Context: an optimization exercise on an open-source flow, tuned for small area. The choices shown serve that exercise and are no tape-out recipe.
Only simulation tests tie the RTL to the original design; equivalence was not proved.
No driver is modelled on the clock port, so clock power and skew are understated where the tree is cut down; a real chip needs a root buffer or a tree.
No activity file was given, so power comes from the tool's default toggle rates.

Setup of job 1585:
## TopModule
module TopModule(
	input CLK1,
	input RST,
	output [7:0] HEX0,
	output [7:0] HEX1,
	output [7:0] HEX2,
	output [7:0] HEX3,
	output [7:0] HEX4,
	output [7:0] HEX5,
	input [1:0] BTN,
	output [9:0] LED,
	input [9:0] SW
	);
	wire [4:0] ca;
	m_prescale p_chat(CLK1, RST, ca);
	wire ca0 = ~|ca;
	wire increment_button, reset_button;
	wire is_second_editing, is_minute_editing, is_hour_editing;
	wire sample;
	m_chattering_filter f_inc(CLK1, RST, sample, ~BTN[0], increment_button);
	m_chattering_filter f_res(CLK1, RST, sample, ~BTN[1], reset_button);
	m_chattering_filter f_sec(CLK1, RST, sample, SW[0], is_second_editing);
	m_chattering_filter f_min(CLK1, RST, sample, SW[1], is_minute_editing);
	m_chattering_filter f_hour(CLK1, RST, sample, SW[2], is_hour_editing);
	wire is_editing = is_second_editing | is_minute_editing | is_hour_editing;
	reg [9:0] cb;
	wire cb_en = (&ca) & ~is_editing;
	always @(posedge CLK1) begin
		if(RST) cb <= 10'd0;
		else if(cb_en) cb <= {cb[9] ^ (&cb[8:0]), cb[8] ^ (&cb[7:0]), cb[7] ^ (&cb[6:0]), cb[6] ^ (&cb[5:0]),
			cb[5] ^ (&cb[4:0]), cb[4] ^ (&cb[3:0]), cb[3] ^ (&cb[2:0]), cb[2] ^ (&cb[1:0]), cb[1] ^ cb[0], ~cb[0]};
	end
	wire clock_1hz = ca0 & ~is_editing & ~|cb;
	wire [3:0] s1, m1, h1;
	wire [2:0] s10, m10, h10;
	wire second_last, minute_last, hour_last;
	wire second_countup, minute_countup, hour_countup;
	m_counter #(0) c_sec(CLK1, RST, clock_1hz | (is_second_editing & increment_button), is_second_editing & reset_button, s1, s10, second_last, second_countup);
	m_counter #(0) c_min(CLK1, RST, second_countup | (is_minute_editing & increment_button), is_minute_editing & reset_button, m1, m10, minute_last, minute_countup);
	m_counter #(1) c_hour(CLK1, RST, minute_countup | (is_hour_editing & increment_button), is_hour_editing & reset_button, h1, h10, hour_last, hour_countup);
	assign sample = ca0 & ~(clock_1hz & second_last);
	assign LED = {is_editing, 4'b0, reset_button, increment_button, is_hour_editing, is_minute_editing, is_second_editing};
	m_seven_segment d0(s1, HEX0[6:0]);
	m_seven_segment_tens d1(s10, HEX1[6:0]);
	m_seven_segment d2(m1, HEX2[6:0]);
	m_seven_segment_tens d3(m10, HEX3[6:0]);
	m_seven_segment d4(h1, HEX4[6:0]);
  ...
Size: roughly 290 cells after synthesis.
Settings: LEC_CHECK=0, CAP_MARGIN=20, CORE_MARGIN=2, CORE_UTILIZATION=40, SLEW_MARGIN=20; clock period 20.0 ns.
standard.sh (not shown) runs the stock make flow with config.mk's settings and CLKGATE_MAP_FILE= SYNTH_SCRIPT=/design/flow/synth_recipe.tcl, a recipe that flattens the netlist after the stock synthesis.
==> flow/flow/run.sh <==
#!/bin/bash
# Own layout flow: the standard synthesis script, with no half/full adder
# cells and no cell above the smallest drive, then the standard ORFS steps with
# area-oriented settings (smallest port buffers, cells downsized after
# floorplan, a small clock tree without dummy loads).
set -euo pipefail

# the platform's don't-use cells and every cell above the smallest drive
DONT_USE=$(tr '\n' ' ' < flow/dont_use.txt)

# The standard flow's synthesis script, with ABC mapping for area (flow/abc_override.tcl)
cat flow/abc_override.tcl synth_recipe.tcl > area_synth.tcl
AREA_ABC_SCRIPT=$PWD/flow/area.script bash standard.sh \
  "SYNTH_SCRIPT=$PWD/area_synth.tcl" \
  "DONT_USE_CELLS=$DONT_USE sky130_fd_sc_hd__ha_1 sky130_fd_sc_hd__fa_1" \
  "MIN_BUF_CELL_AND_PORTS=sky130_fd_sc_hd__buf_1 A X" \
  synth > synth.log 2>&1

bash standard.sh \
  "DONT_USE_CELLS=$DONT_USE" \
  "REMOVE_ABC_BUFFERS=1" \
  "SKIP_REPAIR_TIE_FANOUT=1" \
  "BUFFER_PORTS_ARGS=-buffer_cell sky130_fd_sc_hd__buf_1" \
  "CTS_ARGS=$(cat flow/cts_args.txt)" \
  "RECOVER_POWER=100" \
  "POST_CTS_TCL=$PWD/flow/clock_split.tcl" "CLOCK_SPLIT_COUNT=3" "CLOCK_SPLIT_CELL=sky130_fd_sc_hd__clkbuf_8" \
  "POST_FLOORPLAN_TCL=$PWD/flow/downsize.tcl" \
  finish > finish.log 2>&1
==> flow/flow/area.script <==
strash
&get -n
&deepsyn -T 20
&put
dch -f
amap
topo
==> flow/flow/clock_split.tcl <==
# After CTS: rebuild the clock tree as CLOCK_SPLIT_COUNT buffers of type
# CLOCK_SPLIT_CELL, each driven by the clock port and driving the flip-flops of
# one vertical strip of the core (sinks sorted by x), placed at the middle of
# its sinks. The buffers CTS made are removed.
set block [ord::get_db_block]
set db [ord::get_db]
set clk [$block findNet CLK1]
set k $::env(CLOCK_SPLIT_COUNT)
set master [$db findMaster $::env(CLOCK_SPLIT_CELL)]

# collect the flip-flop clock pins below the port through the CTS buffers
set sinks {}
set bufs {}
set todo [list $clk]
while {[llength $todo]} {
  set n [lindex $todo 0]
  set todo [lrange $todo 1 end]
  foreach it [$n getITerms] {
    set inst [$it getInst]
    if {[string match "*clkbuf*" [[$inst getMaster] getName]] && [$it getIoType] eq "INPUT"} {
      lappend bufs $inst
      lappend todo [[$inst findITerm X] getNet]
    } elseif {[$it getIoType] eq "INPUT"} {
      lappend sinks $it
    }
  }
}
foreach b $bufs {
  set n [[$b findITerm X] getNet]
  foreach it [$n getITerms] { $it disconnect }
  foreach it [$b getITerms] { if {[$it getNet] ne "NULL"} { $it disconnect } }
  odb::dbInst_destroy $b
  if {$n ne $clk} { odb::dbNet_destroy $n }
}
foreach it $sinks { if {[$it getNet] ne "NULL"} { $it disconnect } }

# strips by x
set keyed {}
foreach it $sinks { lappend keyed [list [lindex [[$it getInst] getLocation] 0] $it] }
set keyed [lsort -integer -index 0 $keyed]
set n [llength $keyed]
for {set g 0} {$g < $k} {incr g} {
  set lo [expr {$g * $n / $k}]
  set hi [expr {($g + 1) * $n / $k}]
  set buf [odb::dbInst_create $block $master "clkbuf_split_$g"]
  set net [odb::dbNet_create $block "clknet_split_$g"]
  $net setSigType CLOCK
  [$buf findITerm A] connect $clk
  [$buf findITerm X] connect $net
  set sx 0; set sy 0
  for {set i $lo} {$i < $hi} {incr i} {
    set it [lindex [lindex $keyed $i] 1]
    $it connect $net
    set loc [[$it getInst] getLocation]
    incr sx [lindex $loc 0]; incr sy [lindex $loc 1]
  }
  set m [expr {$hi - $lo}]
  $buf setLocation [expr {$sx / $m}] [expr {$sy / $m}]
  $buf setPlacementStatus PLACED
  puts "clock_split: $::env(CLOCK_SPLIT_CELL) clkbuf_split_$g drives $m sinks"
}
detailed_placement
estimate_parasitics -placement
Other scripts of this flow, unchanged in this note and not shown: flow/flow/abc_override.tcl, flow/flow/cts_args.txt, flow/flow/dont_use.txt, flow/flow/downsize.tcl
Job 1585: all stages complete, timing, DRC and antenna checks passed
What job 8643 does differently from job 1585 at the input level:
-- flow/flow/run.sh --
<<< job 1585, line 26
  "POST_CTS_TCL=$PWD/flow/clock_split.tcl" "CLOCK_SPLIT_COUNT=3" "CLOCK_SPLIT_CELL=sky130_fd_sc_hd__clkbuf_8" \
>>> job 8643, line 26
  "POST_CTS_TCL=$PWD/flow/clock_split.tcl" "CLOCK_SPLIT_COUNT=3" "CLOCK_SPLIT_CELL=sky130_fd_sc_hd__buf_6" \
==> run summary <==
- Of job 8643 and job 1585, it is job 8643 that has the lower met1 wire length.
- Clock skew: job 8643 vs job 1585 — no meaningful difference
- On total vias in the final route, job 8643 and job 1585 are neck and neck.
- Diff job 1585 -> job 8643: proportion of power drawn by combinational gates increased by 0.2 points relative to the old numbers; hold slack saw little to no change; routed wire length did not really move.
- When job 8643 is measured against job 1585, its critical path data required time turns out 30 ps lower.
Relative to job 8643, the following input files were edited for job 8152:
-- flow/flow/run.sh --
<<< job 8643, line 22
  "SKIP_REPAIR_TIE_FANOUT=1" \
>>> job 8152, line 22
<<< job 8643, line 26
  "POST_CTS_TCL=$PWD/flow/clock_split.tcl" "CLOCK_SPLIT_COUNT=3" "CLOCK_SPLIT_CELL=sky130_fd_sc_hd__buf_6" \
>>> job 8152, line 25
==> flow/flow/area.script <==
strash
&get -n
&deepsyn -T 20
&dch -f
&nf -R 1000
&put
topo
removed: flow/flow/clock_split.tcl
==> comparison <==
Between job 8643 and job 8152, combinational share of power is lower for job 8152, job 8643 comes in above that. Compare job 8643 and job 8152 | total design power higher: job 8152. In the tables for job 8643 and job 8152, count of buffer and inverter cells on the critical path reads lower with job 8152. Simple-gate share of the synthesized area (higher): job 8152. Sequential share of layout area ended up 2.4 points lower on job 8152 than on job 8643. Diff job 8643 -> job 8152 | leakage power figure | up by more than 10%. Comparing job 8643 and job 8152, share of the synthesized area in compound gates (AO/OA/AOI/OAI) is lower on job 8643. Number of failing hold endpoints at the final stage: job 8643 vs job 8152 identical. Going from job 8643 to job 8152, cell count after synthesis lost 5.5%; HPWL after detailed placement lost about 0.9%.
The clock cells of job 1585 and job 8643 come from the design's own scripts or RTL, not from TritonCTS.

==> separate check: timing with driven ports <==
The results above use ideal ports. As a check the final layouts listed here were re-extracted and re-timed, cells and wires unchanged.
Step 1 (the two cells are an assumption about what drives the block):
set clk [get_ports {CLK1}]
set_driving_cell -lib_cell sky130_fd_sc_hd__clkbuf_16 $clk
set_driving_cell -lib_cell sky130_fd_sc_hd__buf_2 [delete_from_list [all_inputs] $clk]
Step 2, shift: input delay + t, output delay - t, t = (earliest + latest rising clock arrival at the registers) / 2. This alone moves slack from input paths to output paths.
Three values: ideal, step 1, step 2; two values: the first two.
run | t (ns) | slack for setup (ns) | worst setup path after step 2 | clock arrival spread, ns | worst data-port slew with drivers (ns)
job 1585 | 0.191 | 14.090 / 14.103 / 13.913 | input to register | 0.004 / 0.005 | 0.03
job 8643 | 0.171 | 14.074 / 14.091 / 13.920 | input to register | 0.004 / 0.004 | 0.03
job 8152 | 0.299 | 14.253 / 14.224 / 14.480 | input to register | 0.014 / 0.013 | 0.04
After both steps setup and hold are still met in every run listed. For job 1585, which loses most, drivers alone change the setup slack by +0.013 ns; drivers and shift together by -0.177 ns.
